Background: an optimization exercise with open tools, aiming at small area, a short achievable clock period and few clock cycles per item. Do not read the settings as production practice.
In this exercise RTL edits were held to simulation tests only and were not proved equivalent to the original.
Power figures rest on the tool's default switching activity, not on a simulated workload.

[flow/flow/run.sh]
#!/bin/bash
# The standard layout, with the port buffers made from the smallest plain buffer
# (buf_1) instead of the cell buffer_ports picks by itself.
set -euo pipefail
bash standard.sh 'BUFFER_PORTS_ARGS=-buffer_cell sky130_fd_sc_hd__buf_1' finish > make.log 2>&1
[flow/standard.sh]
#!/bin/bash
# synth_recipe.tcl (not shown) runs the flow's synth.tcl, then flattens the netlist and writes it again
# the make line also repeats each setting of config.mk as NAME=value (left out here)
make -C /OpenROAD-flow-scripts/flow DESIGN_CONFIG=/design/flow/config.mk WORK_HOME=/design/flow/orfs CLKGATE_MAP_FILE= SYNTH_SCRIPT=/design/flow/synth_recipe.tcl "${@:-finish}"
[flow/config.mk]
export PLATFORM = sky130hd
export DESIGN_NAME = unsigned_nonrestoring
export DESIGN_NICKNAME = unsigned_nonrestoring
export VERILOG_FILES = /design/flow/design.v
export SDC_FILE = /design/flow/constraint.sdc
export NUM_CORES = 4
export LEC_CHECK = 0
export ABC_AREA = 1
export CAP_MARGIN = 20
export CORE_MARGIN = 2
export CORE_UTILIZATION = 40
export CTS_BUF_LIST = sky130_fd_sc_hd__clkbuf_8
export SETUP_SLACK_MARGIN = 3.75
export SLEW_MARGIN = 20
[flow/constraint.sdc]
create_clock -name core_clock -period 6.0 [get_ports {clk}]
set_input_delay 1.2000 -clock core_clock [delete_from_list [all_inputs] [get_ports {clk}]]
set_output_delay 1.2000 -clock core_clock [all_outputs]
set_load 0.01 [all_outputs]
[flow/design.v]
module unsigned_nonrestoring #(
    parameter int WIDTH = 32
) (
    input logic go,
    input logic[WIDTH-1:0] divisor,
    input logic[WIDTH-1:0] dividend,
    input logic clk, rst,
    output logic done,
    output logic[WIDTH-1:0] quotient,
    output logic[WIDTH-1:0] remainder,
    output logic divide_by_zero
);
logic align_R, iter_R, done_R, dbz_R;
logic [4:0] cnt_R;
logic [31:0] Q_R, R_R, B_R;
logic [5:0] lza_R, lzb_R;
assign done = done_R;
assign divide_by_zero = dbz_R;
assign quotient = Q_R;
assign remainder = R_R;
function automatic logic [5:0] lzc32(input logic [31:0] x);
    logic [15:0] v1; logic [15:0] c1;
    logic [7:0] v2; logic [1:0] c2 [8];
    logic [3:0] v3; logic [2:0] c3 [4];
    logic [1:0] v4; logic [3:0] c4 [2];
    for (int i = 0; i < 16; i++) begin
        v1[i] = x[2*i+1] | x[2*i];
        c1[i] = ~x[2*i+1];
    end
    for (int i = 0; i < 8; i++) begin
        v2[i] = v1[2*i+1] | v1[2*i];
        c2[i] = v1[2*i+1] ? {1'b0, c1[2*i+1]} : {1'b1, c1[2*i]};
    end
    for (int i = 0; i < 4; i++) begin
        v3[i] = v2[2*i+1] | v2[2*i];
        c3[i] = v2[2*i+1] ? {1'b0, c2[2*i+1]} : {1'b1, c2[2*i]};
    end
    for (int i = 0; i < 2; i++) begin
        v4[i] = v3[2*i+1] | v3[2*i];
        c4[i] = v3[2*i+1] ? {1'b0, c3[2*i+1]} : {1'b1, c3[2*i]};
    end
    if (v4[1]) lzc32 = {2'b00, c4[1]};
    else if (v4[0]) lzc32 = {2'b01, c4[0]};
    else lzc32 = 6'd32;
endfunction
logic [6:0] d;
logic [31:0] bsh;
logic bzero, qzero;
always_comb begin
    d = {1'b0, lzb_R} - {1'b0, lza_R};
    bzero = lzb_R[5];
    qzero = d[6];
    bsh = divisor << d[4:0];
end
logic [32:0] diff;
logic qd;
logic [32:0] sx, sz, sg, sp, G, P;
always_comb begin
    sx = {1'b0, R_R}; sz = ~{1'b0, B_R};
    sg = sx & sz; sp = sx ^ sz;
    G = {sg[32:1], sg[0] | sp[0]}; P = sp;
    G[31] = G[31] | (P[31] & G[30]); P[31] = P[31] & P[30];
    G[29] = G[29] | (P[29] & G[28]); P[29] = P[29] & P[28];
    G[27] = G[27] | (P[27] & G[26]); P[27] = P[27] & P[26];
    G[25] = G[25] | (P[25] & G[24]); P[25] = P[25] & P[24];
    G[23] = G[23] | (P[23] & G[22]); P[23] = P[23] & P[22];
    G[21] = G[21] | (P[21] & G[20]); P[21] = P[21] & P[20];
    G[19] = G[19] | (P[19] & G[18]); P[19] = P[19] & P[18];
    G[17] = G[17] | (P[17] & G[16]); P[17] = P[17] & P[16];
    G[15] = G[15] | (P[15] & G[14]); P[15] = P[15] & P[14];
    G[13] = G[13] | (P[13] & G[12]); P[13] = P[13] & P[12];
    G[11] = G[11] | (P[11] & G[10]); P[11] = P[11] & P[10];
    G[9] = G[9] | (P[9] & G[8]); P[9] = P[9] & P[8];
    G[7] = G[7] | (P[7] & G[6]); P[7] = P[7] & P[6];
    G[5] = G[5] | (P[5] & G[4]); P[5] = P[5] & P[4];
    G[3] = G[3] | (P[3] & G[2]); P[3] = P[3] & P[2];
    G[1] = G[1] | (P[1] & G[0]); P[1] = P[1] & P[0];
    G[31] = G[31] | (P[31] & G[29]); P[31] = P[31] & P[29];
    G[30] = G[30] | (P[30] & G[29]); P[30] = P[30] & P[29];
    G[27] = G[27] | (P[27] & G[25]); P[27] = P[27] & P[25];
    G[26] = G[26] | (P[26] & G[25]); P[26] = P[26] & P[25];
    G[23] = G[23] | (P[23] & G[21]); P[23] = P[23] & P[21];
    G[22] = G[22] | (P[22] & G[21]); P[22] = P[22] & P[21];
    G[19] = G[19] | (P[19] & G[17]); P[19] = P[19] & P[17];
    G[18] = G[18] | (P[18] & G[17]); P[18] = P[18] & P[17];
    G[15] = G[15] | (P[15] & G[13]); P[15] = P[15] & P[13];
    G[14] = G[14] | (P[14] & G[13]); P[14] = P[14] & P[13];
    G[11] = G[11] | (P[11] & G[9]); P[11] = P[11] & P[9];
    G[10] = G[10] | (P[10] & G[9]); P[10] = P[10] & P[9];
    G[7] = G[7] | (P[7] & G[5]); P[7] = P[7] & P[5];
    G[6] = G[6] | (P[6] & G[5]); P[6] = P[6] & P[5];
    G[3] = G[3] | (P[3] & G[1]); P[3] = P[3] & P[1];
    G[2] = G[2] | (P[2] & G[1]); P[2] = P[2] & P[1];
    G[31] = G[31] | (P[31] & G[27]); P[31] = P[31] & P[27];
    G[30] = G[30] | (P[30] & G[27]); P[30] = P[30] & P[27];
    G[29] = G[29] | (P[29] & G[27]); P[29] = P[29] & P[27];
    G[28] = G[28] | (P[28] & G[27]); P[28] = P[28] & P[27];
    G[23] = G[23] | (P[23] & G[19]); P[23] = P[23] & P[19];
    G[22] = G[22] | (P[22] & G[19]); P[22] = P[22] & P[19];
    G[21] = G[21] | (P[21] & G[19]); P[21] = P[21] & P[19];
    G[20] = G[20] | (P[20] & G[19]); P[20] = P[20] & P[19];
    G[15] = G[15] | (P[15] & G[11]); P[15] = P[15] & P[11];
    G[14] = G[14] | (P[14] & G[11]); P[14] = P[14] & P[11];
    G[13] = G[13] | (P[13] & G[11]); P[13] = P[13] & P[11];
    G[12] = G[12] | (P[12] & G[11]); P[12] = P[12] & P[11];
    G[7] = G[7] | (P[7] & G[3]); P[7] = P[7] & P[3];
    G[6] = G[6] | (P[6] & G[3]); P[6] = P[6] & P[3];
    G[5] = G[5] | (P[5] & G[3]); P[5] = P[5] & P[3];
    G[4] = G[4] | (P[4] & G[3]); P[4] = P[4] & P[3];
    G[31] = G[31] | (P[31] & G[23]); P[31] = P[31] & P[23];
    G[30] = G[30] | (P[30] & G[23]); P[30] = P[30] & P[23];
    G[29] = G[29] | (P[29] & G[23]); P[29] = P[29] & P[23];
    G[28] = G[28] | (P[28] & G[23]); P[28] = P[28] & P[23];
    G[27] = G[27] | (P[27] & G[23]); P[27] = P[27] & P[23];
    G[26] = G[26] | (P[26] & G[23]); P[26] = P[26] & P[23];
    G[25] = G[25] | (P[25] & G[23]); P[25] = P[25] & P[23];
    G[24] = G[24] | (P[24] & G[23]); P[24] = P[24] & P[23];
    G[15] = G[15] | (P[15] & G[7]); P[15] = P[15] & P[7];
    G[14] = G[14] | (P[14] & G[7]); P[14] = P[14] & P[7];
    G[13] = G[13] | (P[13] & G[7]); P[13] = P[13] & P[7];
    G[12] = G[12] | (P[12] & G[7]); P[12] = P[12] & P[7];
    G[11] = G[11] | (P[11] & G[7]); P[11] = P[11] & P[7];
    G[10] = G[10] | (P[10] & G[7]); P[10] = P[10] & P[7];
    G[9] = G[9] | (P[9] & G[7]); P[9] = P[9] & P[7];
    G[8] = G[8] | (P[8] & G[7]); P[8] = P[8] & P[7];
    G[31] = G[31] | (P[31] & G[15]); P[31] = P[31] & P[15];
    G[30] = G[30] | (P[30] & G[15]); P[30] = P[30] & P[15];
    G[29] = G[29] | (P[29] & G[15]); P[29] = P[29] & P[15];
    G[28] = G[28] | (P[28] & G[15]); P[28] = P[28] & P[15];
    G[27] = G[27] | (P[27] & G[15]); P[27] = P[27] & P[15];
    G[26] = G[26] | (P[26] & G[15]); P[26] = P[26] & P[15];
    G[25] = G[25] | (P[25] & G[15]); P[25] = P[25] & P[15];
    G[24] = G[24] | (P[24] & G[15]); P[24] = P[24] & P[15];
    G[23] = G[23] | (P[23] & G[15]); P[23] = P[23] & P[15];
    G[22] = G[22] | (P[22] & G[15]); P[22] = P[22] & P[15];
    G[21] = G[21] | (P[21] & G[15]); P[21] = P[21] & P[15];
    G[20] = G[20] | (P[20] & G[15]); P[20] = P[20] & P[15];
    G[19] = G[19] | (P[19] & G[15]); P[19] = P[19] & P[15];
    G[18] = G[18] | (P[18] & G[15]); P[18] = P[18] & P[15];
    G[17] = G[17] | (P[17] & G[15]); P[17] = P[17] & P[15];
    G[16] = G[16] | (P[16] & G[15]); P[16] = P[16] & P[15];
    G[32] = G[32] | (P[32] & G[31]); P[32] = P[32] & P[31];
    diff[0] = ~sp[0];
    for (int i = 1; i < 33; i++) diff[i] = sp[i] ^ G[i-1];
    qd = !diff[32];
end
always_ff @(posedge clk or posedge rst) begin
    if (rst) begin
        align_R <= 1'b0;
        iter_R <= 1'b0;
        done_R <= 1'b0;
        dbz_R <= 1'b0;
    end else begin
        done_R <= 1'b0;
        if (align_R) begin
            align_R <= 1'b0;
            dbz_R <= bzero;
            if (bzero || qzero) done_R <= 1'b1;
            else iter_R <= 1'b1;
        end else if (iter_R) begin
            if (cnt_R == 5'd0) begin
                iter_R <= 1'b0;
                done_R <= 1'b1;
            end
        end else if (go) begin
            align_R <= 1'b1;
        end
    end
end
always_ff @(posedge clk) begin
    lza_R <= lzc32(dividend);
    lzb_R <= lzc32(divisor);
    if (align_R) begin
        B_R <= bsh;
        Q_R <= '0;
        cnt_R <= d[4:0];
    end else begin
        B_R <= {1'b0, B_R[31:1]};
        Q_R <= {Q_R[30:0], qd};
        cnt_R <= cnt_R - 5'd1;
    end
    if (!align_R && !iter_R) R_R <= dividend;
    else if (iter_R && qd) R_R <= diff[31:0];
end
endmodule
==> notes.md, run 1 <==
number of global-route vias before repair -> 7337
crit path cell chain -> inv_2 > ha_4 > inv_2 > fa_2 > buf_12 > clkinvlp_4 > buf_12 > nand2_4 > nand2_2 > o211ai_1 > nand3_1 > nand3_1
slew of the pin with the lowest slew margin -> 0.722 ns
CP max-delay cell -> fa_2
CTS clock-pin slew for the worst setup and hold paths -> 0.08 ns
Yosys reg bits -> 117
crit path kind -> reg2reg
Final nets -> 1482
Max-cap violations -> 0
PD cells -> 568 nW/µm²
outcome -> complete, no violations
met1 usage -> 31.5%
Fin Setup TNS -> 0 ns
TritonCTS Buffers -> 17
GRT Max-Usage Layer -> met2
Peak VDD IR -> 189 µV
ratio of cells with drive above 1 in the final layout -> 19.5%
DRC marker count from the first detailed-route iteration -> 623
Routed Antenna Nets -> 0
WL per Instance -> 14.6 µm
Critical Path RT -> 6.38 ns
initial antenna violation count -> 0
first-pass iteration count of the detailed router -> 5
clk sinks -> 117
setup violators final -> 0
RSZ-0062 raised after global routing -> true
cts hold-fix bufs -> 0
die width -> 145 µm
Mean Syn Cell Area -> 6.57 µm²
Worst setup SP type -> register
Site Rows -> 51
depth of the CTS H-tree -> 4
syn nets -> 1317
gr ovfl total -> 0
CTS Root Cell -> clkbuf_8
sequential area share after synthesis -> 33.9%
grt met3 use -> 3.97%
Area Growth Syn to Fin -> 31.2%
post-route clock skew -> 0.0100 ns
# DRC -> 0
clk buf depth -> 2
Ports -> 133
via count -> 8317
CP delay by family, top -> adder cells
Power, Total -> 0.00590 W
Die ar. -> 20900 µm²
final-layout fill cell count -> 1985
cells after synthesis -> 1205
Highest Clock Rate -> 0.420 GHz
P_leak -> 4.73 nW
mapped cell area -> 7910 µm²
hold crit path type -> reg2reg
WP buf/inv -> 5
RePlAce Congestion -> 0.878
final wirelength -> 24100 µm
cell with the most instances after synthesis -> nand2_1
Final Cycle Share -> 39.7%
Worst-Skew Late Latency -> 0.45 ns
synth unique cells -> 44
critical path arrival -> 2.76 ns
Slew headroom -> 51.8%
final hold vios -> 0
first-pass GRT wire length -> 36600 µm
crit-path max FO -> 6
Die Span Y -> 145 µm
Post-synth EDFFs -> 32
area leader, netlist -> dfxtp_1
Largest stage delay, worst path -> 0.57 ns
Starting Density -> 40.7%
async set-reset flop share out of synthesis -> 3.42%
largest net degree at the start of global routing -> 54
fin crit period -> 2.38 ns
ant diodes -> 0
top area cells in the synthesized netlist -> dfxtp_1 (20%), nand2_1 (16%), edfxtp_1 (12%)
final hold slack -> 0.414 ns
Core Area -> 19500 µm²
share of the synthesized area in the top cell type -> 20.5%
placed wire-length estimate -> 17100 µm
dominant synthesized flop cell -> dfxtp_1
GRT Total Usage -> 22.7%
DR vias/cell -> 5.05
top cells by count, synth -> nand2_1 (333), inv_1 (186), nand3_1 (141)
IO buf count -> 132
CTS tree -> built
max-slew violations -> 0
met2 global-route usage -> 36.5%
Warnings, synthesis -> 7
Worst setup EP type -> register
[routing by layer]
layer  vias up  part of all wire, %
li1       4233                    -
met1      3794                   47
met2       258                   46
met3        32                  5.0
met4         0                  1.4
met5         -                    0
[layout by cell type, fill, tap and decap left out, drive strengths merged, types with 4 or more instances in the layout]
master / count
a21oi: 56
buf: 159
clkbuf: 41
clkinvlp: 7
dfrtp: 4
dfxtp: 81
edfxtp: 32
fa: 6
ha: 39
inv: 194
nand2: 337
nand3: 141
nor2: 117
nor3: 9
o211ai: 26
o21ai: 79
o22ai: 8
or2: 7
xnor2: 5
xor2: 8
[tightest hold or removal path, stage by stage, from the launching register on]
cell	delay, ns
dfxtp_1	0.31
inv_1	0.04
nor2_1	0.03
[what timing repair did]
item / CTS / global route
hold endpoints to repair: 0 / 0
cloned: 7 / 4
gates resized for setup: 55 / 173
setup endpoints to repair: 104 / 113
pin swaps: 23 / 62
setup buffers: 21 / 19
[per-stage QoR]
| step | util [%] | area (µm²) | std cells | setup slack (ns) |
|---|---|---|---|---|
| finish | 53.4 | 10400 | 1648 | 3.62 |
| global route | 53.4 | 10400 | 1648 | 3.53 |
| CTS | 49.3 | 9600 | 1625 | 3.66 |
| detailed placement | 44.5 | 8660 | 1565 | 3.11 |
| global placement | 44.5 | 8660 | 1565 | 3.19 |
| floorplan | - | 7970 | 1205 | 3.63 |
[final timing paths]
path                            cells past startpoint      from  slack, ns      end
worst min register to register                      2    Q_R[3]       0.41   Q_R[4]
worst max-delay path                               12  lzb_R[0]       3.62  B_R[24]
worst min-delay path                                2    Q_R[3]       0.41   Q_R[4]
worst max register to register                     12  lzb_R[0]       3.62  B_R[24]
max in group asynchronous                           2       rst       5.23  align_R
min in group asynchronous                           2       rst       0.59    dbz_R
[area by class of cell]
cell class | count | area (µm²) | share of cell area (%)
clock buffers | 19 | 262 | 2.52
clock inverters | 13 | 106 | 1.02
inverters | 190 | 731 | 7.04
multi-input cells | 860 | 5150 | 49.6
flip-flops and latches | 117 | 2690 | 25.9
well taps | 265 | 332 | 3.19
repair buffers | 182 | 1090 | 10.5
repair inverters | 2 | 15.0 | 0.145
[power by group]
part	switching, W	internal [W]
Sequential	0.000222	0.00122
Combinational	0.00225	0.00152
Clock	0.000339	0.000346
Total	0.00281	0.00309
[flip-flops by register name (all words and copies together) (netlist names)]
| name | count |
|---|---|
| lzb_R | 6 |
| iter_R | 1 |
| lza_R | 6 |
| Q_R | 32 |
| align_R | 1 |
| R_R | 32 |
| B_R | 32 |
| dbz_R | 1 |
| done_R | 1 |
| cnt_R | 5 |
[logic make-up (layout without fill, tap and decap cells)]
kind of cell               Yosys count  count (layout)  share of synthesized area (%)
adders and majority gates           45              45                           7.69
muxes                                3               3                          0.380
AOI/OAI and AO/OA                  182             182                           13.0
buffers and inverters              233             406                           11.5
and+or+nand+nor                    613             617                           32.1
xor gates and xnor gates            12              13                           1.52
DFF                                117             117                           33.9
Testbench counts, summed over its fixed seeds: cycles 32,890, divisions 3,200.
==> inputs of run 2 (changes only) <==
--- a/flow/config.mk
+++ b/flow/config.mk
@@ -12,3 +12,3 @@
 export CTS_BUF_LIST = sky130_fd_sc_hd__clkbuf_8
-export SETUP_SLACK_MARGIN = 3.75
+export SETUP_SLACK_MARGIN = 3.5
 export SLEW_MARGIN = 20
==> run 2 against run 1 <==
Die area stayed put. Sequential power hardly changed. First-iteration DRC count is 5.1% lower. Total power is 8.0% lower. Global-route usage is 0.64 points lower. Area after synthesis stayed put. Register-to-register slack hardly changed. Combinational power is 14% lower. Maximum frequency is 0.29% lower.
==> notes.md, run 2 <==
FF-to-FF End -> R_R[16]
first-pass GRT wire length -> 36000 µm (-1.6%)
outcome -> complete, no violations
CTS Root Cell -> clkbuf_8
Post-synth EDFFs -> 32 (unchanged)
Mean Syn Cell Area -> 6.57 µm² (unchanged)
R2R Setup Slk -> 3.61 ns (about the same)
Final nets -> 1453 (-2.0%)
Critical Path RT -> 6.17 ns (-0.21 ns)
first-pass iteration count of the detailed router -> 6 (+1)
Routed Antenna Nets -> 0 (unchanged)
Site Rows -> 51 (unchanged)
Max-cap violations -> 0 (unchanged)
Die ar. -> 20900 µm² (unchanged)
synth unique cells -> 44 (unchanged)
most common cell after layout, fill and taps aside -> nand2_1
largest net degree at the start of global routing -> 61 (+13%)
CP Launch Point -> R_R[0]
PD cells -> 569 nW/µm² (+0.14%)
TritonCTS Buffers -> 17 (unchanged)
Warnings, synthesis -> 7 (unchanged)
DR vias/cell -> 4.99 (-1.1%)
Yosys reg bits -> 117 (unchanged)
# DRC -> 0 (unchanged)
initial antenna violation count -> 0 (unchanged)
crit path kind -> reg2reg
DRC marker count from the first detailed-route iteration -> 591 (-5.1%)
share of the synthesized area in the top cell type -> 20.5% (unchanged)
via count -> 8083 (-2.8%)
GRT Total Usage -> 22.0% (-0.64 points)
RSZ-0062 raised after global routing -> true
R2R depth -> 14 (+2)
CTS tree -> built
hold crit path type -> reg2reg
top cells by count, synth -> nand2_1 (333), inv_1 (186), nand3_1 (141)
Reg power frac -> 26.4% (+2.0 points)
post-route clock skew -> 0.0141 ns (+0.00410 ns)
clk sinks -> 117 (unchanged)
Core Area -> 19500 µm² (unchanged)
Worst-Skew Late Latency -> 0.44 ns (about the same)
fin crit period -> 2.39 ns (+0.00700 ns)
clock group share of total power -> 13.9% (+2.3 points)
final hold slack -> 0.411 ns (-0.00298 ns)
Slew headroom -> 49.8% (-2.0 points)
ant diodes -> 0 (unchanged)
placed wire-length estimate -> 17200 µm (+0.20%)
Starting Density -> 40.7% (unchanged)
slew of the pin with the lowest slew margin -> 0.752 ns (+0.0296 ns)
depth of the CTS H-tree -> 4 (unchanged)
cells after synthesis -> 1205 (unchanged)
CP Capture Point -> R_R[16]
Fin Setup TNS -> 0 ns (unchanged)
Die Span Y -> 145 µm (unchanged)
sequential area share after synthesis -> 33.9% (unchanged)
IO buf count -> 132 (unchanged)
Regs by FF count -> B_R x32, Q_R x32, R_R x32
final hold vios -> 0 (unchanged)
syn nets -> 1317 (unchanged)
dominant synthesized flop cell -> dfxtp_1
WL per Instance -> 14.3 µm (-2.0%)
critical path arrival -> 2.56 ns (-0.20 ns)
number of global-route vias before repair -> 7074 (-3.6%)
Peak VDD IR -> 188 µV (-0.16%)
commonest non-fill, non-tap cells in the layout -> nand2_1 (323), inv_1 (187), nand3_1 (139)
setup violators final -> 0 (unchanged)
Pint -> 0.00286 W (-7.3%)
max-slew violations -> 0 (unchanged)
Worst setup EP type -> register
top area cells in the synthesized netlist -> dfxtp_1 (20%), nand2_1 (16%), edfxtp_1 (12%)
Highest Clock Rate -> 0.419 GHz (-0.29%)
clk buf depth -> 2 (unchanged)
Ports -> 133 (unchanged)
Worst setup SP type -> register
Switch Pwr -> 0.00257 W (-8.7%)
reg2reg start -> R_R[0]
gr ovfl total -> 0 (unchanged)
RePlAce Congestion -> 0.911 (+3.8%)
ratio of cells with drive above 1 in the final layout -> 7.83% (-12 points)
mapped cell area -> 7910 µm² (unchanged)
cell with the most instances after synthesis -> nand2_1
async set-reset flop share out of synthesis -> 3.42% (unchanged)
Final Cycle Share -> 39.8% (+0.12 points)
crit-path max FO -> 5 (-1)
area leader, netlist -> dfxtp_1
Sw Share -> 47.3% (-0.38 points)
combinational fraction of design power -> 59.7% (-4.2 points)
Area Growth Syn to Fin -> 20.6%
final wirelength -> 23100 µm (-3.8%)
cts hold-fix bufs -> 0 (unchanged)
die width -> 145 µm (unchanged)
P_leak -> 4.36 nW (-7.9%)
CTS clock-pin slew for the worst setup and hold paths -> 0.07 ns (about the same)
==> run 2: cell counts after synthesis <==
Identical to the previous run, type by type.
==> run 2: cell families after synthesis <==
family,count (synthesis),synth area share (%)
buffers and inverters,233,11.5
AND/OR/NAND/NOR,613,32.1
flip-flops,117,33.9
AO/OA/AOI/OAI,182,13.0
XOR/XNOR,12,1.52
adder cells (fa/ha/maj),45,7.69
multiplexers,3,0.380
==> run 2: per-stage QoR <==
step | std cells | total power, W | area [µm²] | utilization, % | worst slack [ns]
finish | 1619 | 0.00543 | 9540 | 49.0 | 3.61
global route | 1619 | 0.00594 | 9540 | 49.0 | 3.46
CTS | 1607 | 0.00512 | 9180 | 47.2 | 3.49
detailed placement | 1565 | 0.00416 | 8620 | 44.3 | 3.09
global placement | 1565 | 0.00413 | 8620 | 44.3 | 3.19
floorplan | 1205 | 0.00346 | 7930 | - | 3.51
==> run 2: per-layer routing <==
layer,vias to the layer above,track usage (%),wire length [µm]
li1,4167,-,-
met1,3632,30.9,11100
met2,250,34.3,10200
met3,34,3.77,1380
met4,0,7.31,436
met5,-,0,0
==> run 2: critical path, stage by stage (launching register included) <==
cell      delay (ns)
edfxtp_1        0.34
inv_1           0.05
ha_2            0.18
fa_2            0.38
inv_2           0.08
nand3_2         0.06
nand2_2         0.08
nand2_2         0.06
nand2_4         0.08
nand2_4         0.05
nand2_4         0.10
buf_6           0.12
fa_1            0.41
nand2_1         0.07
o21ai_1         0.06
==> run 2: worst min path at each step <==
stage / to / startpoint / depth (start not counted) / slack, ns
finish: Q_R[25] / Q_R[24] / 2 / 0.41
global route: Q_R[25] / Q_R[24] / 2 / 0.43
CTS: Q_R[7] / Q_R[6] / 2 / 0.42
detailed placement: Q_R[30] / Q_R[29] / 2 / 0.41
global placement: Q_R[29] / Q_R[28] / 2 / 0.40
floorplan: B_R[21] / B_R[22] / 2 / 0.43
==> run 2: power groups by stage <==
stage	Sequential [W]	Clock, W	Combinational [W]
after floorplan	0.00143	0	0.00203
after global placement	0.00145	0	0.00268
after detailed placement	0.00145	0	0.00271
after CTS	0.00144	0.000771	0.00291
after global routing	0.00147	0.000802	0.00367
final	0.00143	0.000756	0.00324
==> run 2: final cells by class <==
type                       instances  area [µm²]
sequential                       117        2690
clock buffer                      19         262
tap                              265         332
fill                            2033        9920
timing repair buffer             155         758
timing repair inverter             1        7.51
clock inverter                    13         141
inverter                         190         727
multi-input combinational        859        4630
==> run 2: timing repair <==
item                                   in CTS  in global routing
pin swaps                                   2                 13
cloned                                      3                  3
resized for setup                          16                 41
setup endpoints to repair                  80                 76
endpoints found under the hold margin       0                  0
setup buffers                               7                  9
==> inputs of run 3 (changes only) <==
--- a/flow/config.mk
+++ b/flow/config.mk
@@ -11,3 +11,3 @@
 export CORE_UTILIZATION = 40
-export CTS_BUF_LIST = sky130_fd_sc_hd__clkbuf_8
+export CTS_BUF_LIST = sky130_fd_sc_hd__clkbuf_4 sky130_fd_sc_hd__clkbuf_8
 export SETUP_SLACK_MARGIN = 3.5
==> run 3 against run 2 <==
Cell count did not move. Sequential cell count did not move. Clock power rose by 3.2%. Still clean on timing, DRC and antenna.
==> notes.md, run 3 <==
outcome -> complete, no violations
RSZ-0062 raised after global routing -> true
Warnings, synthesis -> 7 (unchanged)
Core Area -> 19500 µm² (unchanged)
Die Span Y -> 145 µm (unchanged)
Worst setup SP type -> register
TritonCTS Buffers -> 17 (unchanged)
Yosys reg bits -> 117 (unchanged)
DRC marker count from the first detailed-route iteration -> 563 (-4.7%)
final wirelength -> 23100 µm (about the same)
setup violators final -> 0 (unchanged)
dominant synthesized flop cell -> dfxtp_1
synth unique cells -> 44 (unchanged)
R2R depth -> 10 (-4)
top cells by count, synth -> nand2_1 (333), inv_1 (186), nand3_1 (141)
RePlAce Congestion -> 0.911 (unchanged)
slew of the pin with the lowest slew margin -> 0.734 ns (-0.0183 ns)
commonest non-fill, non-tap cells in the layout -> nand2_1 (323), inv_1 (183), nand3_1 (139)
die width -> 145 µm (unchanged)
syn nets -> 1317 (unchanged)
R2R Setup Slk -> 3.61 ns (about the same)
final hold vios -> 0 (unchanged)
crit path cell chain -> inv_1 > fa_2 > buf_12 > clkinvlp_4 > buf_4 > nand2_1 > nand2_1 > o211ai_1 > nand3_1 > nand3_1
Area Growth Syn to Fin -> 20.8%
async set-reset flop share out of synthesis -> 3.42% (unchanged)
CP max-delay cell -> fa_2
Final Cycle Share -> 39.9% (+0.093 points)
number of global-route vias before repair -> 7093 (+0.27%)
cell with the most instances after synthesis -> nand2_1
Slew headroom -> 51.0% (+1.2 points)
fin crit period -> 2.39 ns (+0.00556 ns)
FF-to-FF End -> B_R[28]
CTS clock-pin slew for the worst setup and hold paths -> 0.08 ns (about the same)
max-slew violations -> 0 (unchanged)
via count -> 8089 (+0.074%)
P_leak -> 4.35 nW (about the same)
CP delay by family, top -> adder cells
Worst setup EP type -> register
crit path kind -> reg2reg
reg2reg start -> lza_R[1]
top area cells in the synthesized netlist -> dfxtp_1 (20%), nand2_1 (16%), edfxtp_1 (12%)
mapped cell area -> 7910 µm² (unchanged)
first-pass iteration count of the detailed router -> 6 (unchanged)
PD cells -> 571 nW/µm² (+0.34%)
Ports -> 133 (unchanged)
Largest stage delay, worst path -> 0.65 ns (+0.24 ns)
initial antenna violation count -> 0 (unchanged)
# DRC -> 0 (unchanged)
clk sinks -> 117 (unchanged)
Site Rows -> 51 (unchanged)
worst hold stages -> 2 (unchanged)
DR vias/cell -> 5.00 (about the same)
share of the synthesized area in the top cell type -> 20.5% (unchanged)
hold path start -> Q_R[24]
Max-cap violations -> 0 (unchanged)
Mean Syn Cell Area -> 6.57 µm² (unchanged)
CTS tree -> built
final hold slack -> 0.412 ns (+0.00134 ns)
hold crit path type -> reg2reg
Regs by FF count -> B_R x32, Q_R x32, R_R x32
largest net degree at the start of global routing -> 61 (unchanged)
ratio of cells with drive above 1 in the final layout -> 8.12% (+0.30 points)
Peak VDD IR -> 189 µV (+0.11%)
Fin Setup TNS -> 0 ns (unchanged)
Routed Antenna Nets -> 0 (unchanged)
Highest Clock Rate -> 0.418 GHz (-0.23%)
ant diodes -> 0 (unchanged)
area used by multi-input combinational logic -> 4630 µm² (unchanged)
Final nets -> 1453 (unchanged)
CTS Root Cell -> clkbuf_8
IO buf count -> 132 (unchanged)
worst hold endpoint -> Q_R[25]
post-route clock skew -> 0.0141 ns (-0.0000649 ns)
placed wire-length estimate -> 17200 µm (unchanged)
area leader, netlist -> dfxtp_1
register area -> 2690 µm² (unchanged)
critical path arrival -> 2.77 ns (+0.21 ns)
crit-path max FO -> 17 (+12)
WL per Instance -> 14.3 µm (about the same)
Power, Total -> 0.00545 W (+0.50%)
most common cell after layout, fill and taps aside -> nand2_1
Critical Path RT -> 6.38 ns (+0.21 ns)
clk buf depth -> 2 (unchanged)
sequential area share after synthesis -> 33.9% (unchanged)
depth of the CTS H-tree -> 4 (unchanged)
first-pass GRT wire length -> 36000 µm (about the same)
cells after synthesis -> 1205 (unchanged)
WP buf/inv -> 4 (+1)
final-layout fill cell count -> 2029 (-0.20%)
Post-synth EDFFs -> 32 (unchanged)
Die ar. -> 20900 µm² (unchanged)
Starting Density -> 40.7% (unchanged)
Worst-Skew Late Latency -> 0.44 ns (about the same)
GRT Total Usage -> 22.0% (about the same)
gr ovfl total -> 0 (unchanged)
run 3: cell counts after synthesis:
Identical to the previous run, type by type.
run 3: worst max path at each step:
stage               startpoint      end  slack, ns  cells after the start
floorplan               R_R[0]  R_R[16]       3.51                     14
global placement      lza_R[1]  B_R[19]       3.19                     11
detailed placement    lzb_R[0]  B_R[13]       3.09                     12
CTS                     R_R[0]  R_R[29]       3.49                     15
global route            R_R[0]  R_R[16]       3.46                     14
finish                lza_R[1]  B_R[28]       3.61                     10
run 3: cell families after synthesis:
logic type      Yosys count  synth area share, %
mux                       3                0.380
xor+xnor                 12                 1.52
buf+inv                 233                 11.5
compound gates          182                 13.0
simple gates            613                 32.1
flops                   117                 33.9
fa+ha+maj                45                 7.69
run 3: per-layer routing:
| layer | GRT usage, % | wire [µm] |
|---|---|---|
| met3 | 3.77 | 1220 |
| met5 | 0 | 0 |
| met2 | 34.3 | 10300 |
| met4 | 7.31 | 421 |
| met1 | 30.9 | 11200 |
run 3: layout make-up:
class                   instances  share of cell area (%)
well taps                     265                    3.47
multi-input cells             859                    48.4
clock buffers                  23                    3.05
flip-flops and latches        117                    28.1
clock inverters                 9                    1.32
repair inverters                1                  0.0785
repair buffers                155                    7.93
inverters                     190                    7.60
run 3: repair_timing:
| action | in CTS | in global routing |
|---|---|---|
| pin swaps | 2 | 14 |
| resized for setup | 16 | 41 |
| setup endpoints to repair | 80 | 76 |
| gates cloned | 3 | 3 |
| hold buffers | 0 | 0 |
| setup buffers | 7 | 9 |
run 3: per-stage QoR:
step | area [µm²] | worst slack (ns) | util (%) | cells
global placement | 8620 | 3.19 | 44.3 | 1565
global route | 9560 | 3.46 | 49.1 | 1619
detailed placement | 8620 | 3.09 | 44.3 | 1565
finish | 9560 | 3.61 | 49.1 | 1619
CTS | 9200 | 3.49 | 47.3 | 1607
floorplan | 7930 | 3.51 | - | 1205
run 3: where the power goes:
part / switching [W] / internal, W
Sequential: 0.000213 / 0.00122
Combinational: 0.00203 / 0.00122
Clock: 0.000329 / 0.000451
run 3: worst min-delay path, cell delays in order (launching register included):
cell,delay (ns)
dfxtp_1,0.31
inv_1,0.05
nor2_1,0.03
==> inputs of run 4 (changes only) <==
--- a/flow/design.v
+++ b/flow/design.v
@@ -15,3 +15,4 @@
 logic [31:0] Q_R, R_R, B_R;
-logic [5:0] lza_R, lzb_R;
+logic [4:0] lza_R;
+logic [5:0] lzb_R;
 assign done = done_R;
@@ -48,5 +49,7 @@
 logic bzero, qzero;
+logic [5:0] lza6;
 always_comb begin
-    d = {1'b0, lzb_R} - {1'b0, lza_R};
+    d = {1'b0, lzb_R} - {2'b0, lza_R};
     bzero = lzb_R[5];
+    lza6 = lzc32(dividend);
     qzero = d[6];
@@ -170,3 +173,3 @@
 always_ff @(posedge clk) begin
-    lza_R <= lzc32(dividend);
+    lza_R <= lza6[4:0] | {5{lza6[5]}};
     lzb_R <= lzc32(divisor);
--- a/flow/config.mk
+++ b/flow/config.mk
@@ -11,4 +11,4 @@
 export CORE_UTILIZATION = 40
-export CTS_BUF_LIST = sky130_fd_sc_hd__clkbuf_4 sky130_fd_sc_hd__clkbuf_8
-export SETUP_SLACK_MARGIN = 3.5
+export CTS_BUF_LIST = sky130_fd_sc_hd__clkbuf_8
+export SETUP_SLACK_MARGIN = 3.6
 export SLEW_MARGIN = 20
==> run 4 against run 3 <==
Core utilization grew 0.35 points. Total power grew 0.24%. Sequential share of layout area shrank 0.18 points.
==> notes.md, run 4 <==
outcome -> complete, no violations
sequential area share after synthesis -> 34.1% (+0.19 points)
Worst setup SP type -> register
worst hold stages -> 2 (unchanged)
Peak VDD IR -> 199 µV (+5.4%)
cells after synthesis -> 1180 (-2.1%)
Mean Syn Cell Area -> 6.62 µm² (+0.79%)
top area cells in the synthesized netlist -> dfxtp_1 (21%), nand2_1 (16%), edfxtp_1 (12%)
Final nets -> 1433 (-1.4%)
share of the synthesized area in the top cell type -> 20.5% (about the same)
Synth Area in Simple Gates -> 32.0% (about the same)
largest net degree at the start of global routing -> 60 (-1.6%)
synth unique cells -> 41 (-6.8%)
P_leak -> 4.40 nW (+0.93%)
PD cells -> 572 nW/µm² (+0.18%)
first-pass GRT wire length -> 35800 µm (-0.34%)
CTS tree -> built
R2R depth -> 13 (+3)
IO buf count -> 132 (unchanged)
Area Growth Syn to Fin -> 22.5%
R2R Setup Slk -> 3.64 ns (+0.03 ns)
crit path kind -> reg2reg
via count -> 8004 (-1.1%)
area leader, netlist -> dfxtp_1
Warnings, synthesis -> 7 (unchanged)
hold path start -> Q_R[2]
mapped cell area -> 7810 µm² (-1.3%)
max-slew violations -> 0 (unchanged)
Core Area -> 19300 µm² (-0.66%)
adder-cell share of the synthesized area -> 7.63% (-0.059 points)
syn nets -> 1291 (-2.0%)
crit-path max FO -> 6 (-11)
Post-synth EDFFs -> 32 (unchanged)
hold crit path type -> reg2reg
main combinational cell family by area after synthesis -> simple AND/OR/NAND/NOR gates
Final Non-Filler Cells -> 1600 (-1.2%)
Highest Clock Rate -> 0.423 GHz (+1.2%)
final hold vios -> 0 (unchanged)
reg2reg start -> R_R[0]
Regs by FF count -> B_R x32, Q_R x32, R_R x32
async set-reset flop share out of synthesis -> 3.45% (+0.029 points)
first-pass iteration count of the detailed router -> 6 (unchanged)
dominant synthesized flop cell -> dfxtp_1
GRT Total Usage -> 22.2% (+0.15 points)
RePlAce Congestion -> 0.854 (-6.4%)
Die Span Y -> 144 µm (-0.63%)
WL per Instance -> 14.4 µm (+0.64%)
DR vias/cell -> 5.00 (+0.12%)
critical path arrival -> 2.57 ns (-0.20 ns)
Yosys reg bits -> 116 (-0.85%)
cell with the most instances after synthesis -> nand2_1
DRC marker count from the first detailed-route iteration -> 514 (-8.7%)
Max-cap violations -> 0 (unchanged)
CTS clock-pin slew for the worst setup and hold paths -> 0.08 ns (about the same)
Die ar. -> 20700 µm² (-1.3%)
xor and xnor area share after synthesis -> 1.54% (+0.020 points)
clk buf depth -> 2 (unchanged)
mux contribution to synthesized area -> 0.513% (+0.13 points)
gr ovfl total -> 0 (unchanged)
Final Cycle Share -> 39.4% (-0.48 points)
Worst-Skew Late Latency -> 0.45 ns (about the same)
top cells by count, synth -> nand2_1 (337), inv_1 (176), nand3_1 (144)
worst hold endpoint -> Q_R[3]
post-route clock skew -> 0.0139 ns (-0.000174 ns)
commonest non-fill, non-tap cells in the layout -> nand2_1 (327), inv_1 (174), nand3_1 (141)
RSZ-0062 raised after global routing -> true
most common cell after layout, fill and taps aside -> nand2_1
die width -> 144 µm (-0.63%)
placed insts -> 1541 (-1.5%)
final wirelength -> 23000 µm (-0.54%)
cts hold-fix bufs -> 0 (unchanged)
depth of the CTS H-tree -> 4 (unchanged)
Critical Path RT -> 6.20 ns (-0.18 ns)
placed wire-length estimate -> 16800 µm (-2.2%)
TritonCTS Buffers -> 17 (unchanged)
ant diodes -> 0 (unchanged)
CTS Root Cell -> clkbuf_8
ratio of cells with drive above 1 in the final layout -> 9.14% (+1.0 points)
Fin Setup TNS -> 0 ns (unchanged)
Site Rows -> 51 (unchanged)
FF-to-FF End -> R_R[16]
# DRC -> 0 (unchanged)
Starting Density -> 40.4% (-0.26 points)
number of global-route vias before repair -> 7052 (-0.58%)
Routed Antenna Nets -> 0 (unchanged)
slew of the pin with the lowest slew margin -> 0.622 ns (-0.111 ns)
Synth Area in Compound Gates -> 13.1% (+0.15 points)
Slew headroom -> 58.4% (+7.4 points)
setup violators final -> 0 (unchanged)
Ports -> 133 (unchanged)
Worst setup EP type -> register
initial antenna violation count -> 0 (unchanged)
fin crit period -> 2.36 ns (-0.0290 ns)
clk sinks -> 116 (-0.85%)
-- run 4: power by group --
group          leakage [nW]  switching (W)  internal, W
clock network         0.232       0.000327     0.000480
logic                  3.13        0.00204      0.00118
registers              1.03       0.000226      0.00122
total                  4.40        0.00259      0.00288
-- run 4: timing repair --
| item | in CTS | in global routing |
|---|---|---|
| endpoints found under the setup margin | 84 | 82 |
| buffers inserted | 4 | 15 |
| cloned | 5 | 3 |
| hold endpoints to repair | 0 | 0 |
| resized for setup | 28 | 38 |
| pin swaps | 8 | 14 |
-- run 4: area by class of cell --
cell class | instances | area, µm²
Fill cell | 1975 | 9770
Multi-Input combinational cell | 846 | 4640
Sequential cell | 116 | 2670
Timing Repair Buffer | 158 | 772
Inverter | 180 | 696
Tap cell | 265 | 332
Clock buffer | 20 | 275
Clock inverter | 12 | 163
Timing Repair inverter | 3 | 20.0
-- run 4: routing by layer --
metal | global-route usage [%] | part of all wire [%] | vias up
li1 | - | - | 4114
met1 | 32.1 | 49 | 3623
met2 | 34.1 | 44 | 243
met3 | 3.53 | 4.8 | 24
met4 | 6.19 | 1.7 | 0
met5 | 0 | 0 | -
-- run 4: through the flow --
step | power (W) | hold slack [ns] | setup WS, ns | util, % | area (µm²)
detailed placement | 0.00416 | 0.409 | 3.11 | 44.1 | 8530
floorplan | 0.00347 | 0.431 | 3.62 | - | 7840
global placement | 0.00412 | 0.406 | 3.14 | 44.1 | 8530
finish | 0.00547 | 0.407 | 3.64 | 49.5 | 9560
global route | 0.00599 | 0.420 | 3.54 | 49.5 | 9560
CTS | 0.00519 | 0.413 | 3.59 | 47.6 | 9190
-- run 4: worst max-delay path by stage --
stage              from      end  slack [ns]  cells after the start
4_1_cts          R_R[0]  R_R[16]        3.59                     13
6_report         R_R[0]  R_R[16]        3.64                     13
3_3_place_gp   lza_R[0]  B_R[19]        3.14                     12
3_5_place_dp   lza_R[0]  B_R[13]        3.11                     11
5_1_grt          R_R[0]  R_R[16]        3.54                     13
2_1_floorplan    R_R[0]  R_R[16]        3.62                     14
-- run 4: critical path, cell delays in order (launching register included) --
cell and delay [ns]:
edfxtp_1 0.35, inv_1 0.05, ha_2 0.18, fa_2 0.40, inv_2 0.08, nand3_2 0.06
nand2_2 0.10, nand2_2 0.07, nand2_4 0.10, nand2_4 0.07, nand2_8 0.12, fa_2 0.43
nand2_1 0.07, nand2_1 0.05
-- run 4: logic make-up (layout without fill, tap and decap cells) --
family	count (synthesis)	after routing
AOI/OAI and AO/OA	181	181
xor gates and xnor gates	12	12
adders and majority gates	44	44
buffers and inverters	222	373
DFF	116	116
muxes	4	4
and+or+nand+nor	601	605
Testbench counts of run 4, summed over its fixed seeds: cycles 32,895, divisions 3,200.
==> inputs of run 5 (changes only) <==
--- a/flow/config.mk
+++ b/flow/config.mk
@@ -12,3 +12,5 @@
 export CTS_BUF_LIST = sky130_fd_sc_hd__clkbuf_8
-export SETUP_SLACK_MARGIN = 3.6
+export CTS_CLUSTER_DIAMETER = 150
+export CTS_CLUSTER_SIZE = 30
+export SETUP_SLACK_MARGIN = 3.5
 export SLEW_MARGIN = 20
==> run 5 against run 4 <==
Maximum frequency is 0.87% lower. First-iteration DRC count is 22% higher. Sequential power hardly changed. Cell count is 0.50% lower. Critical path depth is 2 lower. Hold slack better by 0.0055 ns. Critical path type unchanged. Critical endpoint is now R_R[17]. Highest routed layer unchanged.
==> notes.md, run 5 <==
outcome -> complete, no violations
CTS Root Cell -> clkbuf_8
most common cell after layout, fill and taps aside -> nand2_1
Switch Pwr -> 0.00250 W (-3.3%)
setup violators final -> 0 (unchanged)
worst hold stages -> 2 (unchanged)
final wirelength -> 22500 µm (-2.3%)
Final nets -> 1425 (-0.56%)
RePlAce Congestion -> 0.866 (+1.4%)
Pint -> 0.00276 W (-4.1%)
Yosys reg bits -> 116 (unchanged)
initial antenna violation count -> 0 (unchanged)
clock group share of total power -> 15.4% (+0.7 points)
syn nets -> 1291 (unchanged)
Reg power frac -> 26.9% (+0.5 points)
crit-path max FO -> 5 (-1)
ant diodes -> 0 (unchanged)
fin crit period -> 2.38 ns (+0.0208 ns)
dominant synthesized flop cell -> dfxtp_1
Worst setup SP type -> register
Peak VDD IR -> 190 µV (-4.3%)
die width -> 144 µm (unchanged)
Routed Antenna Nets -> 0 (unchanged)
final hold vios -> 0 (unchanged)
IO buf count -> 132 (unchanged)
Core Area -> 19300 µm² (unchanged)
Fin Setup TNS -> 0 ns (unchanged)
CTS tree -> built
worst hold endpoint -> Q_R[31]
async set-reset flop share out of synthesis -> 3.45% (unchanged)
Site Rows -> 51 (unchanged)
Worst-Skew Late Latency -> 0.45 ns (about the same)
first-pass GRT wire length -> 35100 µm (-2.1%)
ratio of cells with drive above 1 in the final layout -> 7.46% (-1.7 points)
cell mode on critical path -> nand2_1
cells after synthesis -> 1180 (unchanged)
combinational fraction of design power -> 57.7% (-1.2 points)
commonest non-fill, non-tap cells in the layout -> nand2_1 (328), inv_1 (173), nand3_1 (143)
DRC marker count from the first detailed-route iteration -> 627 (+22%)
Sw Share -> 47.6% (+0.21 points)
Die Span Y -> 144 µm (unchanged)
R2R depth -> 11 (-2)
WL per Instance -> 14.1 µm (-1.9%)
area leader, netlist -> dfxtp_1
TritonCTS Buffers -> 17 (unchanged)
synth unique cells -> 41 (unchanged)
Die ar. -> 20700 µm² (unchanged)
Final Cycle Share -> 39.7% (+0.35 points)
# DRC -> 0 (unchanged)
Regs by FF count -> B_R x32, Q_R x32, R_R x32
top cells by count, synth -> nand2_1 (337), inv_1 (176), nand3_1 (144)
Max-cap violations -> 0 (unchanged)
hold path start -> Q_R[30]
RSZ-0062 raised after global routing -> true
largest net degree at the start of global routing -> 60 (unchanged)
clk buf depth -> 2 (unchanged)
max-slew violations -> 0 (unchanged)
final-layout fill cell count -> 2013 (+1.9%)
number of global-route vias before repair -> 6957 (-1.3%)
Starting Density -> 40.4% (unchanged)
sequential area share after synthesis -> 34.1% (unchanged)
slew of the pin with the lowest slew margin -> 0.638 ns (+0.0158 ns)
critical path arrival -> 2.56 ns (about the same)
Slew headroom -> 57.4% (-1.1 points)
R2R Setup Slk -> 3.62 ns (-0.02 ns)
crit path kind -> reg2reg
P_leak -> 4.33 nW (-1.6%)
gr ovfl total -> 0 (unchanged)
CP max-delay cell -> edfxtp_1
post-route clock skew -> 0.0128 ns (-0.00111 ns)
crit path cell chain -> ha_1 > nand2_1 > inv_1 > nand2_1 > nand2_2 > a21oi_2 > nand2_4 > buf_6 > fa_1 > xnor2_1 > o21ai_0
via count -> 7896 (-1.3%)
GRT Total Usage -> 21.7% (-0.46 points)
Largest stage delay, worst path -> 0.42 ns (about the same)
Worst setup EP type -> register
mapped cell area -> 7810 µm² (unchanged)
Critical Path RT -> 6.18 ns (-0.02 ns)
Highest Clock Rate -> 0.419 GHz (-0.87%)
clk sinks -> 116 (unchanged)
PD cells -> 565 nW/µm² (-1.1%)
hold crit path type -> reg2reg
top area cells in the synthesized netlist -> dfxtp_1 (21%), nand2_1 (16%), edfxtp_1 (12%)
placed wire-length estimate -> 16600 µm (-1.2%)
share of the synthesized area in the top cell type -> 20.5% (unchanged)
Final Non-Filler Cells -> 1592 (-0.50%)
first-pass iteration count of the detailed router -> 6 (unchanged)
Post-synth EDFFs -> 32 (unchanged)
placed insts -> 1541 (unchanged)
cell with the most instances after synthesis -> nand2_1
depth of the CTS H-tree -> 4 (unchanged)
Mean Syn Cell Area -> 6.62 µm² (unchanged)
Warnings, synthesis -> 7 (unchanged)
Ports -> 133 (unchanged)
CTS clock-pin slew for the worst setup and hold paths -> 0.07 ns (about the same)
reg2reg start -> R_R[10]
FF-to-FF End -> R_R[17]
DR vias/cell -> 4.96 (-0.85%)
Area Growth Syn to Fin -> 19.2%
## run 5: cell counts after synthesis
No cell type changed its count.
## run 5: worst max-delay path, delay by kind of cell (launching register included)
kind | cells | cell delay [ns]
adder cells (fa/ha/maj) | 2 | 0.73
buffers and inverters | 2 | 0.19
flip-flops | 1 | 0.42
AO/OA/AOI/OAI | 2 | 0.28
XOR/XNOR | 1 | 0.15
AND/OR/NAND/NOR | 4 | 0.36
## run 5: metrics by stage
stage | worst slack, ns | hold slack [ns] | total power [W] | cell area (µm²) | util [%]
after detailed placement | 3.12 | 0.410 | 0.00415 | 8520 | 44.1
after global placement | 3.16 | 0.405 | 0.00411 | 8520 | 44.1
after global routing | 3.48 | 0.433 | 0.00578 | 9310 | 48.1
after floorplan | 3.52 | 0.431 | 0.00346 | 7830 | -
after CTS | 3.46 | 0.414 | 0.00514 | 9110 | 47.1
final | 3.62 | 0.413 | 0.00526 | 9310 | 48.1
## run 5: worst max path at each step
stage | from | to | cells past startpoint
6_report | R_R[10] | R_R[17] | 11
5_1_grt | R_R[0] | R_R[9] | 13
4_1_cts | R_R[17] | R_R[21] | 11
3_5_place_dp | lza_R[0] | B_R[13] | 11
3_3_place_gp | lza_R[0] | B_R[19] | 12
2_1_floorplan | R_R[0] | R_R[0] | 15
## run 5: final cells by class
| cell class | count | area [µm²] | share of cell area [%] |
|---|---|---|---|
| Multi-Input combinational cell | 846 | 4460 | 47.9 |
| Tap cell | 265 | 332 | 3.56 |
| Timing Repair inverter | 2 | 12.5 | 0.134 |
| Clock inverter | 13 | 180 | 1.94 |
| Clock buffer | 19 | 262 | 2.81 |
| Timing Repair Buffer | 151 | 696 | 7.48 |
| Sequential cell | 116 | 2670 | 28.7 |
| Inverter | 180 | 698 | 7.50 |
## run 5: metal layers
| layer | track usage, % | part of all wire, % | vias up |
|---|---|---|---|
| met4 | 7.22 | 1.9 | 0 |
| met5 | 0 | 0 | - |
| met3 | 4.03 | 5.9 | 29 |
| met2 | 32.4 | 43 | 249 |
| met1 | 31.4 | 49 | 3516 |
| li1 | - | - | 4102 |
## run 5: what timing repair did
| action | in CTS | in global routing |
|---|---|---|
| cloned | 4 | 3 |
| resized for setup | 12 | 27 |
| pin swaps | 3 | 9 |
| hold buffers | 0 | 0 |
| endpoints found under the setup margin | 72 | 86 |
| endpoints found under the hold margin | 0 | 0 |
| setup buffers | 7 | 5 |
## run 5: cells by family (layout without fill, tap and decap cells)
kind of cell | Yosys count | count (layout) | synth area share (%)
multiplexers | 4 | 4 | 0.513
XOR/XNOR | 12 | 12 | 1.54
AND/OR/NAND/NOR | 601 | 605 | 32.0
flip-flops | 116 | 116 | 34.1
buffers and inverters | 222 | 365 | 11.1
AO/OA/AOI/OAI | 181 | 181 | 13.1
adder cells (fa/ha/maj) | 44 | 44 | 7.63
## run 5: power groups by stage
stage | Clock [W] | Sequential, W | Combinational (W)
final | 0.000809 | 0.00142 | 0.00304
after global routing | 0.000856 | 0.00145 | 0.00347
after CTS | 0.000824 | 0.00143 | 0.00289
after detailed placement | 0 | 0.00144 | 0.00271
after global placement | 0 | 0.00144 | 0.00267
after floorplan | 0 | 0.00143 | 0.00204
==> inputs of run 6 (changes only) <==
--- a/flow/config.mk
+++ b/flow/config.mk
@@ -12,4 +12,2 @@
 export CTS_BUF_LIST = sky130_fd_sc_hd__clkbuf_8
-export CTS_CLUSTER_DIAMETER = 150
-export CTS_CLUSTER_SIZE = 30
 export SETUP_SLACK_MARGIN = 3.5
==> run 6 against run 5 <==
Sequential share of layout area is the same. Largest power group unchanged. Still clean on timing, DRC and antenna. Critical path type unchanged. Highest routed layer unchanged. Total power is the same. Non-clock buffer count unchanged.
==> notes.md, run 6 <==
reg2reg start -> R_R[10]
final wirelength -> 22500 µm (unchanged)
Warnings, synthesis -> 7 (unchanged)
Final nets -> 1425 (unchanged)
crit path kind -> reg2reg
post-route clock skew -> 0.0128 ns (unchanged)
setup violators final -> 0 (unchanged)
Peak VDD IR -> 190 µV (unchanged)
crit path cell chain -> ha_1 > nand2_1 > inv_1 > nand2_1 > nand2_2 > a21oi_2 > nand2_4 > buf_6 > fa_1 > xnor2_1 > o21ai_0
gr ovfl total -> 0 (unchanged)
Largest stage delay, worst path -> 0.42 ns (about the same)
Synth Area in Compound Gates -> 13.1% (unchanged)
CTS clock-pin slew for the worst setup and hold paths -> 0.07 ns (about the same)
CP max-delay cell -> edfxtp_1
clk buf depth -> 2 (unchanged)
Yosys reg bits -> 116 (unchanged)
DRC marker count from the first detailed-route iteration -> 627 (unchanged)
Power, Total -> 0.00526 W (unchanged)
outcome -> complete, no violations
Starting Density -> 40.4% (unchanged)
Worst setup EP type -> register
Die ar. -> 20700 µm² (unchanged)
die width -> 144 µm (unchanged)
Critical Path RT -> 6.18 ns (about the same)
hold crit path type -> reg2reg
first-pass iteration count of the detailed router -> 6 (unchanged)
Post-synth EDFFs -> 32 (unchanged)
syn nets -> 1291 (unchanged)
cell area after layout -> 9310 µm² (unchanged)
Highest Clock Rate -> 0.419 GHz (unchanged)
top cells by count, synth -> nand2_1 (337), inv_1 (176), nand3_1 (144)
CTS Root Cell -> clkbuf_8
Slew headroom -> 57.4% (unchanged)
ant diodes -> 0 (unchanged)
GRT Total Usage -> 21.7% (unchanged)
final-layout fill cell count -> 2013 (unchanged)
mapped cell area -> 7810 µm² (unchanged)
number of global-route vias before repair -> 6957 (unchanged)
placed wire-length estimate -> 16600 µm (unchanged)
dpl cell area -> 8520 µm² (unchanged)
RePlAce Congestion -> 0.866 (unchanged)
ratio of cells with drive above 1 in the final layout -> 7.46% (unchanged)
Core Area -> 19300 µm² (unchanged)
share of the synthesized area in the top cell type -> 20.5% (unchanged)
clk sinks -> 116 (unchanged)
IO buf count -> 132 (unchanged)
final core occ -> 48.1% (unchanged)
Die Span Y -> 144 µm (unchanged)
Mean Syn Cell Area -> 6.62 µm² (unchanged)
Routed Antenna Nets -> 0 (unchanged)
crit-path max FO -> 5 (unchanged)
final hold slack -> 0.413 ns (unchanged)
CP Launch Point -> R_R[10]
critical path arrival -> 2.56 ns (about the same)
top area cells in the synthesized netlist -> dfxtp_1 (21%), nand2_1 (16%), edfxtp_1 (12%)
cell mode on critical path -> nand2_1
mux contribution to synthesized area -> 0.513% (unchanged)
slew of the pin with the lowest slew margin -> 0.638 ns (unchanged)
Site Rows -> 51 (unchanged)
RSZ-0062 raised after global routing -> true
Fin Setup TNS -> 0 ns (unchanged)
PD cells -> 565 nW/µm² (unchanged)
main combinational cell family by area after synthesis -> simple AND/OR/NAND/NOR gates
Ports -> 133 (unchanged)
# DRC -> 0 (unchanged)
Regs by FF count -> B_R x32, Q_R x32, R_R x32
hold path start -> Q_R[30]
most common cell after layout, fill and taps aside -> nand2_1
largest net degree at the start of global routing -> 60 (unchanged)
area leader, netlist -> dfxtp_1
WL per Instance -> 14.1 µm (unchanged)
async set-reset flop share out of synthesis -> 3.45% (unchanged)
commonest non-fill, non-tap cells in the layout -> nand2_1 (328), inv_1 (173), nand3_1 (143)
final hold vios -> 0 (unchanged)
via count -> 7896 (unchanged)
cells after synthesis -> 1180 (unchanged)
dominant synthesized flop cell -> dfxtp_1
Worst-Skew Late Latency -> 0.45 ns (about the same)
depth of the CTS H-tree -> 4 (unchanged)
Synth Area in Simple Gates -> 32.0% (unchanged)
Final Cycle Share -> 39.7% (unchanged)
Area Growth Syn to Fin -> 19.2% (unchanged)
CTS tree -> built
fin crit period -> 2.38 ns (unchanged)
max-slew violations -> 0 (unchanged)
initial antenna violation count -> 0 (unchanged)
synth unique cells -> 41 (unchanged)
DR vias/cell -> 4.96 (unchanged)
cell with the most instances after synthesis -> nand2_1
Worst setup SP type -> register
sequential area share after synthesis -> 34.1% (unchanged)
TritonCTS Buffers -> 17 (unchanged)
adder-cell share of the synthesized area -> 7.63% (unchanged)
P_leak -> 4.33 nW (unchanged)
xor and xnor area share after synthesis -> 1.54% (unchanged)
Max-cap violations -> 0 (unchanged)
first-pass GRT wire length -> 35100 µm (unchanged)
run 6: cell counts after synthesis:
Identical to the previous run, type by type.
run 6: worst max-delay path: cells and delay by family (launching register included):
family                     cells  cell delay, ns
adders and majority gates      2            0.73
DFF                            1            0.42
and+or+nand+nor                4            0.36
AOI/OAI and AO/OA              2            0.28
buffers and inverters          2            0.19
xor gates and xnor gates       1            0.15
run 6: cell families after synthesis:
family	count (synthesis)
adders and majority gates	44
and+or+nand+nor	601
DFF	116
buffers and inverters	222
muxes	4
AOI/OAI and AO/OA	181
xor gates and xnor gates	12
run 6: what timing repair did:
item	in CTS	in global routing
hold buffers	0	0
pin swaps	3	9
gates cloned	4	3
resized for setup	12	27
buffers inserted	7	5
setup endpoints to repair	72	86
run 6: final timing paths:
path                            cells after the start       to  slack [ns]
worst max-delay path                               11  R_R[17]        3.62
min in group asynchronous                           2    dbz_R        0.59
max in group asynchronous                           2  align_R        5.23
worst min register to register                      2  Q_R[31]        0.41
worst max register to register                     11  R_R[17]        3.62
worst min-delay path                                2  Q_R[31]        0.41
run 6: per-layer routing:
metal | vias up | part of all wire, % | track usage, %
li1 | 4102 | - | -
met1 | 3516 | 49 | 31.4
met2 | 249 | 43 | 32.4
met3 | 29 | 5.9 | 4.03
met4 | 0 | 1.9 | 7.22
met5 | - | 0 | 0
run 6: area by class of cell:
| type | count | area [µm²] | share of cell area, % |
|---|---|---|---|
| clock buffer | 19 | 262 | 2.81 |
| clock inverter | 13 | 180 | 1.94 |
| inverter | 180 | 698 | 7.50 |
| multi-input combinational | 846 | 4460 | 47.9 |
| sequential | 116 | 2670 | 28.7 |
| tap | 265 | 332 | 3.56 |
| timing repair buffer | 151 | 696 | 7.48 |
| timing repair inverter | 2 | 12.5 | 0.134 |
run 6: stage by stage:
stage | std cells | setup WS, ns
5_1_grt | 1592 | 3.48
2_1_floorplan | 1180 | 3.52
3_5_place_dp | 1541 | 3.12
4_1_cts | 1584 | 3.46
3_3_place_gp | 1541 | 3.16
6_report | 1592 | 3.62
run 6: power breakdown:
| part | switching, W | total [W] | internal [W] | leakage (nW) |
|---|---|---|---|---|
| logic | 0.00196 | 0.00304 | 0.00107 | 3.07 |
| clock network | 0.000335 | 0.000809 | 0.000474 | 0.228 |
| registers | 0.000202 | 0.00142 | 0.00121 | 1.03 |
==> inputs of run 7 (changes only) <==
--- a/flow/config.mk
+++ b/flow/config.mk
@@ -12,2 +12,3 @@
 export CTS_BUF_LIST = sky130_fd_sc_hd__clkbuf_8
+export GPL_ROUTABILITY_DRIVEN = 0
 export SETUP_SLACK_MARGIN = 3.5
==> run 7 against run 6 <==
Still clean on timing, DRC and antenna. Area after synthesis did not move. Sequential power barely moved. Sequential share of layout area did not move. Global-route usage did not move. Cell area did not move. Via count did not move. Hold slack did not move. First-iteration DRC count did not move. Critical endpoint unchanged. Largest cell class unchanged.
==> notes.md, run 7 <==
Regs by FF count -> B_R x32, Q_R x32, R_R x32
main combinational cell family by area after synthesis -> simple AND/OR/NAND/NOR gates
initial antenna violation count -> 0 (unchanged)
Worst-Skew Late Latency -> 0.45 ns (about the same)
dpl cell area -> 8520 µm² (unchanged)
gr ovfl total -> 0 (unchanged)
Worst setup EP type -> register
Final Cycle Share -> 39.7% (unchanged)
placed wire-length estimate -> 16600 µm (unchanged)
TritonCTS Buffers -> 17 (unchanged)
Peak VDD IR -> 190 µV (unchanged)
cell with the most instances after synthesis -> nand2_1
# DRC -> 0 (unchanged)
Die ar. -> 20700 µm² (unchanged)
adder-cell share of the synthesized area -> 7.63% (unchanged)
setup violators final -> 0 (unchanged)
Area Growth Syn to Fin -> 19.2% (unchanged)
top cells by count, synth -> nand2_1 (337), inv_1 (176), nand3_1 (144)
cells after synthesis -> 1180 (unchanged)
Fin Setup TNS -> 0 ns (unchanged)
outcome -> complete, no violations
Core Area -> 19300 µm² (unchanged)
share of the synthesized area in the top cell type -> 20.5% (unchanged)
WL per Instance -> 14.1 µm (unchanged)
depth of the CTS H-tree -> 4 (unchanged)
IO buf count -> 132 (unchanged)
Max-cap violations -> 0 (unchanged)
critical path arrival -> 2.56 ns (about the same)
largest net degree at the start of global routing -> 60 (unchanged)
crit-path max FO -> 5 (unchanged)
final hold vios -> 0 (unchanged)
Critical Path RT -> 6.18 ns (about the same)
Warnings, synthesis -> 7 (unchanged)
via count -> 7896 (unchanged)
mux contribution to synthesized area -> 0.513% (unchanged)
crit path kind -> reg2reg
xor and xnor area share after synthesis -> 1.54% (unchanged)
Ports -> 133 (unchanged)
Synth Area in Simple Gates -> 32.0% (unchanged)
sequential area share after synthesis -> 34.1% (unchanged)
top area cells in the synthesized netlist -> dfxtp_1 (21%), nand2_1 (16%), edfxtp_1 (12%)
DRC marker count from the first detailed-route iteration -> 627 (unchanged)
Starting Density -> 40.4% (unchanged)
synth unique cells -> 41 (unchanged)
Routed Antenna Nets -> 0 (unchanged)
Mean Syn Cell Area -> 6.62 µm² (unchanged)
die width -> 144 µm (unchanged)
cts hold-fix bufs -> 0 (unchanged)
cell area after layout -> 9310 µm² (unchanged)
fin crit period -> 2.38 ns (unchanged)
Final nets -> 1425 (unchanged)
final wirelength -> 22500 µm (unchanged)
PD cells -> 565 nW/µm² (unchanged)
CTS tree -> built
Worst setup SP type -> register
Highest Clock Rate -> 0.419 GHz (unchanged)
syn nets -> 1291 (unchanged)
GRT Total Usage -> 21.7% (unchanged)
hold crit path type -> reg2reg
most common cell after layout, fill and taps aside -> nand2_1
Post-synth EDFFs -> 32 (unchanged)
Die Span Y -> 144 µm (unchanged)
Site Rows -> 51 (unchanged)
clk buf depth -> 2 (unchanged)
ant diodes -> 0 (unchanged)
CTS Root Cell -> clkbuf_8
CTS clock-pin slew for the worst setup and hold paths -> 0.07 ns (about the same)
Yosys reg bits -> 116 (unchanged)
max-slew violations -> 0 (unchanged)
slew of the pin with the lowest slew margin -> 0.638 ns (unchanged)
first-pass iteration count of the detailed router -> 6 (unchanged)
DR vias/cell -> 4.96 (unchanged)
commonest non-fill, non-tap cells in the layout -> nand2_1 (328), inv_1 (173), nand3_1 (143)
RSZ-0062 raised after global routing -> true
Synth Area in Compound Gates -> 13.1% (unchanged)
number of global-route vias before repair -> 6957 (unchanged)
Slew headroom -> 57.4% (unchanged)
clk sinks -> 116 (unchanged)
area leader, netlist -> dfxtp_1
dominant synthesized flop cell -> dfxtp_1
final core occ -> 48.1% (unchanged)
post-route clock skew -> 0.0128 ns (unchanged)
first-pass GRT wire length -> 35100 µm (unchanged)
P_leak -> 4.33 nW (unchanged)
ratio of cells with drive above 1 in the final layout -> 7.46% (unchanged)
async set-reset flop share out of synthesis -> 3.45% (unchanged)
mapped cell area -> 7810 µm² (unchanged)
-- run 7: cell counts after synthesis --
No cell type changed its count.
-- run 7: cell type report --
cell class | instances | area [µm²]
multi-input cells | 846 | 4460
clock inverters | 13 | 180
repair inverters | 2 | 12.5
fillers | 2013 | 10000
repair buffers | 151 | 696
clock buffers | 19 | 262
inverters | 180 | 698
well taps | 265 | 332
flip-flops and latches | 116 | 2670
-- run 7: worst max-delay path, stage by stage, from the launching register on --
cell and delay, ns:
edfxtp_1 0.42, ha_1 0.36, nand2_1 0.09, inv_1 0.05, nand2_1 0.07, nand2_2 0.10
a21oi_2 0.20, nand2_4 0.10, buf_6 0.14, fa_1 0.37, xnor2_1 0.15, o21ai_0 0.08
-- run 7: kinds of logic after synthesis --
| kind of cell | after synthesis |
|---|---|
| and+or+nand+nor | 601 |
| buffers and inverters | 222 |
| AOI/OAI and AO/OA | 181 |
| DFF | 116 |
| adders and majority gates | 44 |
| xor gates and xnor gates | 12 |
| muxes | 4 |
-- run 7: metrics by stage --
stage	power, W	hold slack, ns	cells	setup WS, ns
2_1_floorplan	0.00346	0.431	1180	3.52
3_3_place_gp	0.00411	0.405	1541	3.16
3_5_place_dp	0.00415	0.410	1541	3.12
4_1_cts	0.00514	0.414	1584	3.46
5_1_grt	0.00578	0.433	1592	3.48
6_report	0.00526	0.413	1592	3.62
-- run 7: routing by layer --
metal  GRT usage (%)  part of all wire, %  vias up
li1                -                    -     4102
met1            31.4                   49     3516
met2            32.4                   43      249
met3            4.03                  5.9       29
met4            7.22                  1.9        0
met5               0                    0        -
-- run 7: timing repair --
action / CTS / global route
gates resized for setup: 12 / 27
hold endpoints to repair: 0 / 0
cloned: 4 / 3
setup buffers: 7 / 5
setup endpoints to repair: 72 / 86
pin swaps: 3 / 9
-- run 7: where the power goes --
group / leakage (nW) / switching, W / internal [W]
combinational: 3.07 / 0.00196 / 0.00107
clock: 0.228 / 0.000335 / 0.000474
sequential: 1.03 / 0.000202 / 0.00121
-- run 7: worst paths after layout --
kind | depth (start not counted) | start | to | slack, ns
max | 11 | R_R[10] | R_R[17] | 3.62
min in group asynchronous | 2 | rst | dbz_R | 0.59
max reg2reg | 11 | R_R[10] | R_R[17] | 3.62
min reg2reg | 2 | Q_R[30] | Q_R[31] | 0.41
max in group asynchronous | 2 | rst | align_R | 5.23
min | 2 | Q_R[30] | Q_R[31] | 0.41

## port drivers added, routing unchanged
Ports are ideal in the flow. The routed layouts listed here were re-timed in OpenROAD.
Step 1: set_driving_cell puts a clkbuf_16 on clk and a buf_2 on each other input, an assumption about the parent block.
Step 2 times the ports against the registers' clock, not the clock port: input delays grow and output delays shrink by t, the midpoint of the rising clock arrivals with the driver on.
Slacks: ideal / step 1 / step 2; pairs: ideal / step 1.
run | shift t [ns] | setup slack, ns | worst setup path after step 2 | slew at the worst register clock pin (ns)
run 1 | 0.477 | 3.620 / 3.620 / 3.359 | input to register | 0.08 / 0.08
run 2 | 0.471 | 3.613 / 3.613 / 3.196 | input to register | 0.08 / 0.08
run 3 | 0.469 | 3.607 / 3.607 / 3.197 | input to register | 0.08 / 0.08
run 4 | 0.483 | 3.636 / 3.636 / 3.308 | input to register | 0.08 / 0.08
run 5 | 0.482 | 3.616 / 3.616 / 3.335 | input to register | 0.08 / 0.08
run 6 | 0.482 | 3.616 / 3.616 / 3.335 | input to register | 0.08 / 0.08
run 7 | 0.482 | 3.616 / 3.616 / 3.335 | input to register | 0.08 / 0.08
After both steps setup and hold are still met in every run listed. For run 2, which loses most, drivers alone change the setup slack by 0.000 ns; drivers and shift together by -0.417 ns.
